What follows belongs to an exercise in optimizing a design on an open flow for small area and a short achievable clock period; a production flow would make more cautious choices. Where RTL was checked, it was by simulation tests only, not by an equivalence proof against the original. Power and IR drop assume default switching activity.

Setup of v25:
==> flow/design.v (excerpt) <==
module Axi4SharedSdramCtrl (
  input               io_axi_arw_valid,
  output              io_axi_arw_ready,
  input      [22:0]   io_axi_arw_payload_addr,
  input      [3:0]    io_axi_arw_payload_id,
  input      [7:0]    io_axi_arw_payload_len,
  input      [2:0]    io_axi_arw_payload_size,
  input      [1:0]    io_axi_arw_payload_burst,
  input               io_axi_arw_payload_write,
  input               io_axi_w_valid,
  output              io_axi_w_ready,
  input      [31:0]   io_axi_w_payload_data,
  input      [3:0]    io_axi_w_payload_strb,
  input               io_axi_w_payload_last,
  output              io_axi_b_valid,
  input               io_axi_b_ready,
  output     [3:0]    io_axi_b_payload_id,
  output     [1:0]    io_axi_b_payload_resp,
  output              io_axi_r_valid,
  input               io_axi_r_ready,
  output     [31:0]   io_axi_r_payload_data,
  output     [3:0]    io_axi_r_payload_id,
  output     [1:0]    io_axi_r_payload_resp,
  output              io_axi_r_payload_last,
  output     [10:0]   io_sdram_ADDR,
  output     [1:0]    io_sdram_BA,
  input      [31:0]   io_sdram_DQ_read,
  output     [31:0]   io_sdram_DQ_write,
  output     [31:0]   io_sdram_DQ_writeEnable,
  output     [3:0]    io_sdram_DQM,
  output              io_sdram_CASn,
  output              io_sdram_CKE,
  output              io_sdram_CSn,
  output              io_sdram_RASn,
  output              io_sdram_WEn,
  ...
Size in the first run: ~360 flip-flops, ~18000 µm² of cells after synthesis.
clock: 10.0 ns
lec_check: 0
cap_margin: 20
core_margin: 2
core_utilization: 55
cts_buf_list: sky130_fd_sc_hd__clkbuf_16
cts_cluster_diameter: 100
cts_cluster_size: 30
setup_slack_margin: 5
slew_margin: 20
synth_hierarchical: 1
synth_minimum_keep_size: 0
standard.sh (not shown) runs the stock make flow with config.mk's settings and CLKGATE_MAP_FILE= SYNTH_SCRIPT=/design/flow/synth_recipe.tcl, a recipe that flattens the netlist after the stock synthesis.
==> flow/flow/run.sh <==
#!/bin/bash
# Standard ORFS layout (the standard.sh) with two changes:
#  - port buffers are inserted as the smallest plain buffer instead of the
#    default delay-buffer cell; repair_design / repair_timing then size them;
#  - clock tree synthesis without dummy load cells.
set -euo pipefail
bash standard.sh \
  "BUFFER_PORTS_ARGS=-buffer_cell sky130_fd_sc_hd__buf_1" \
  "CTS_ARGS=-sink_clustering_enable -repair_clock_nets -sink_clustering_size 30 -sink_clustering_max_diameter 100 -buf_list sky130_fd_sc_hd__clkbuf_16 -dont_use_dummy_load" \
  finish > standard_make.log 2>&1
What v15 does differently from v25 at the input level:
--- a/flow/design.v
+++ b/flow/design.v
@@ -110,25 +110,25 @@
       3'd4:    wrap_sel = 6'b011111;
       default: wrap_sel = 6'b111111;
     endcase
   end
   wire [11:0] inc_wrap = {inc_base[11:6], (inc_sum[5:0] & wrap_sel) | (inc_base[5:0] & ~wrap_sel)};
   wire [11:0] inc_next = (s_burst == 2'b00) ? s_addr :
                          (s_burst == 2'b10) ? inc_wrap : inc_sum;
   wire [1:0]  in_bank = io_axi_arw_payload_addr[11:10];
   wire [10:0] in_row  = io_axi_arw_payload_addr[22:12];
   wire [1:0]  ub_bank = ub_addr[11:10];
   wire [10:0] ub_row  = ub_addr[22:12];
   reg  [3:0]  ub_match;
-  wire [3:0]  eq_in = {bank_row3 == in_row, bank_row2 == in_row, bank_row1 == in_row, bank_row0 == in_row};
+  wire [3:0]  eq_in;
   wire [3:0]  eq_ub = ub_match;
   wire [3:0]  hit_in_v = eq_in & bank_active;
   wire [3:0]  hit_ub_v = eq_ub & bank_active;
   wire        hit_in = hit_in_v[in_bank];
   wire        hit_ub = hit_ub_v[ub_bank];
   wire        act_in = bank_active[in_bank];
   wire        act_ub = bank_active[ub_bank];
   wire        r_bank_hit = ub_valid ? hit_ub : hit_in;       
   wire        r_active   = ub_valid ? act_ub : act_in;
   wire [1:0]  r_bank     = ub_valid ? ub_bank : in_bank;
   wire [10:0] r_row      = ub_valid ? ub_row : in_row;
   wire [7:0]  r_col      = ub_valid ? ub_addr[9:2] : io_axi_arw_payload_addr[9:2];
@@ -152,24 +152,25 @@
     .in_bank    (in_bank),
     .row0       (bank_row0),
     .row1       (bank_row1),
     .row2       (bank_row2),
     .row3       (bank_row3),
     .in_q       (bank_active & {4{go & ~ub_valid}}),
     .ub_go      (ub_valid & go & ub_write & hit_ub),
     .arw_valid  (io_axi_arw_valid),
     .arw_write  (io_axi_arw_payload_write),
     .w_valid    (io_axi_w_valid),
     .b_valid    (b_valid),
     .b_ready    (io_axi_b_ready),
+    .eq_in      (eq_in),
     .arw_ready  (io_axi_arw_ready),
     .w_ready    (io_axi_w_ready)
   );
   reg        f_valid;
   reg  [2:0] f_task;
   always @(*) begin
     case (state)
       S_BOOT_PRE:  begin f_valid = powerup_done; f_task = T_PREALL; end
       S_BOOT_REF:  begin f_valid = 1'b1;         f_task = T_REFR;   end
       S_BOOT_MODE: begin f_valid = 1'b1;         f_task = T_MODE;   end
       default: begin
         f_valid = refresh_pending | cmd_valid;
@@ -452,22 +453,23 @@
   input      [1:0]  in_bank,
   input      [10:0] row0,
   input      [10:0] row1,
   input      [10:0] row2,
   input      [10:0] row3,
   input      [3:0]  in_q,
   input             ub_go,
   input             arw_valid,
   input             arw_write,
   input             w_valid,
   input             b_valid,
   input             b_ready,
+  output     [3:0]  eq_in,
   output            arw_ready,
   output            w_ready
 );
-  wire [3:0] eq_in = {row3 == in_row, row2 == in_row, row1 == in_row, row0 == in_row};
+  assign eq_in = {row3 == in_row, row2 == in_row, row1 == in_row, row0 == in_row};
   wire [3:0] in_dec = 4'b0001 << in_bank;
   wire       in_go = |(in_q & in_dec & eq_in);
   wire       wrsp_ready = ~b_valid | b_ready;
   assign arw_ready = in_go & (~arw_write | (w_valid & wrsp_ready));
   assign w_ready   = wrsp_ready & (ub_go | (in_go & arw_valid & arw_write));
 endmodule
--- outcome ---
- Final cell count: v15 and v25 compared, higher one is v25
- Comparing v25 against v15, there is no change at all in final sequential cell count.
- Going from v25 to v15, non-clock inverter instance count of the final layout grew by a few percent.
- The lower well-tap cell count of v15 and v25 is in v15.
- Delta (v15 minus v25): die area has decreased, detail-routed via count per cell decreased 1.3%, switching power total went down by about 24%.
- Diff v25 -> v15: initial standard-cell utilization of the core up 0.26 points; share of total power in combinational logic down 8.5 points; number of buffers created by CTS flat.
- Final area for v15 is lower than for v25.
- On proportion of synthesized chip area in sequential cells, the higher figure sits with v15, not v25.
The RTL of v25 was laid out without a check of its function.

* * *

## rev 12
Axi4SharedSdramCtrl, a different RTL version from the one above (not shown whole).
Size in the first run: ~1,400 cells after synthesis, roughly 250 I/O pins, ~18,000 um^2 of cells after synthesis.
==> module Axi4SharedSdramCtrl_ready, before the edit <==
module Axi4SharedSdramCtrl_ready (
  input      [10:0] in_row,
  input      [1:0]  in_bank,
  input      [10:0] row0,
  input      [10:0] row1,
  input      [10:0] row2,
  input      [10:0] row3,
  input      [3:0]  in_q,
  input             ub_go,
  input             arw_valid,
  input             arw_write,
  input             w_valid,
  input             b_valid,
  input             b_ready,
  output     [3:0]  eq_in,
  output            arw_ready,
  output            w_ready
);
  assign eq_in = {row3 == in_row, row2 == in_row, row1 == in_row, row0 == in_row};
  wire [3:0] in_dec = 4'b0001 << in_bank;
  wire       in_go = |(in_q & in_dec & eq_in);
  wire       wrsp_ready = ~b_valid | b_ready;
  assign arw_ready = in_go & (~arw_write | (w_valid & wrsp_ready));
  assign w_ready   = wrsp_ready & (ub_go | (in_go & arw_valid & arw_write));
endmodule
export LEC_CHECK = 0
export CAP_MARGIN = 20
export CORE_MARGIN = 2
export CORE_UTILIZATION = 55
export CTS_BUF_LIST = sky130_fd_sc_hd__clkbuf_16
export CTS_CLUSTER_DIAMETER = 100
export CTS_CLUSTER_SIZE = 30
export SETUP_SLACK_MARGIN = 5
export SLEW_MARGIN = 20
export SYNTH_HIERARCHICAL = 1
export SYNTH_MINIMUM_KEEP_SIZE = 0
create_clock -name core_clock -period 10.0 [get_ports {io_axiClk}]
Scripts as last shown in full above: flow/flow/run.sh
Rev 12: done, clean on timing, DRC and antenna
Here is what was changed in the inputs of rev 13 compared with rev 12.
--- a/flow/design.v
+++ b/flow/design.v
@@ -469,13 +469,27 @@
   input             b_valid,
   input             b_ready,
   output     [3:0]  eq_in,
   output            arw_ready,
   output            w_ready
 );
-  assign eq_in = {row3 == in_row, row2 == in_row, row1 == in_row, row0 == in_row};
   wire [3:0] in_dec = 4'b0001 << in_bank;
-  wire       in_go = |(in_q & in_dec & eq_in);
+  wire [3:0] t;
+  Axi4SharedSdramCtrl_bankhit bank0 (.row(row0), .in_row(in_row), .qd(in_q[0] & in_dec[0]), .eq(eq_in[0]), .t(t[0]));
+  Axi4SharedSdramCtrl_bankhit bank1 (.row(row1), .in_row(in_row), .qd(in_q[1] & in_dec[1]), .eq(eq_in[1]), .t(t[1]));
+  Axi4SharedSdramCtrl_bankhit bank2 (.row(row2), .in_row(in_row), .qd(in_q[2] & in_dec[2]), .eq(eq_in[2]), .t(t[2]));
+  Axi4SharedSdramCtrl_bankhit bank3 (.row(row3), .in_row(in_row), .qd(in_q[3] & in_dec[3]), .eq(eq_in[3]), .t(t[3]));
+  wire       in_go = |t;
   wire       wrsp_ready = ~b_valid | b_ready;
   assign arw_ready = in_go & (~arw_write | (w_valid & wrsp_ready));
   assign w_ready   = wrsp_ready & (ub_go | (in_go & arw_valid & arw_write));
 endmodule
+module Axi4SharedSdramCtrl_bankhit (
+  input      [10:0] row,
+  input      [10:0] in_row,
+  input             qd,
+  output            eq,
+  output            t
+);
+  assign eq = (row == in_row);
+  assign t  = qd & eq;
+endmodule
==> run summary <==
~same register area share after synthesis in rev 12 and rev 13. Largest stage delay on the critical path: higher on rev 13. Between rev 13 and rev 12, the average footprint of a synthesized cell figures differ only marginally. As of rev 13, routed length on met3 had fallen by a little under 10% compared to rev 12. The final reports for rev 13 and rev 12 show area of all placed cells without fillers higher in the former. Initial antenna violation count delta for rev 13 relative to rev 12: 1 higher. Maximum frequency: higher on rev 12. Rev 13: total wirelength of the detailed-routed design higher than rev 12. Any difference in cell area power density between rev 12 and rev 13 is small enough to ignore.
For rev 13, only the layout was checked, not whether the RTL still works.

afterwards: timing with drivers on the ports:
How much do the figures lean on ideal ports? The routed layouts below were timed once more, with nothing changed but the port constraints. Step 1 (the two cells are an assumption about what drives the block):
set clk [get_ports {io_axiClk}]
set_driving_cell -lib_cell sky130_fd_sc_hd__clkbuf_16 $clk
set_driving_cell -lib_cell sky130_fd_sc_hd__buf_2 [delete_from_list [all_inputs] $clk]
Step 2 moves the port delays by t, midway between the first and last clock arrival at a register: inputs arrive t later, outputs are due t later. That takes back most of the time a late clock gives input paths. Slacks: ideal / step 1 / step 2; pairs: ideal / step 1.
run | t, ns | setup slack, ns | hold slack, ns | latest minus earliest clock arrival (ns)
v25 | 0.558 | 4.733 / 4.686 / 4.686 | 0.387 / 0.387 / 0.387 | 0.049 / 0.049
v15 | 0.547 | 4.723 / 4.673 / 4.559 | 0.406 / 0.406 / 0.406 | 0.036 / 0.036
rev 12 | 0.555 | 4.751 / 4.703 / 4.703 | 0.417 / 0.417 / 0.417 | 0.052 / 0.051
rev 13 | 0.557 | 4.603 / 4.550 / 4.550 | 0.417 / 0.417 / 0.417 | 0.038 / 0.039
After both steps setup and hold are still met in every run listed. The setup slack of v15, which loses most, moves by -0.050 ns with the drivers and by -0.164 ns with both steps.
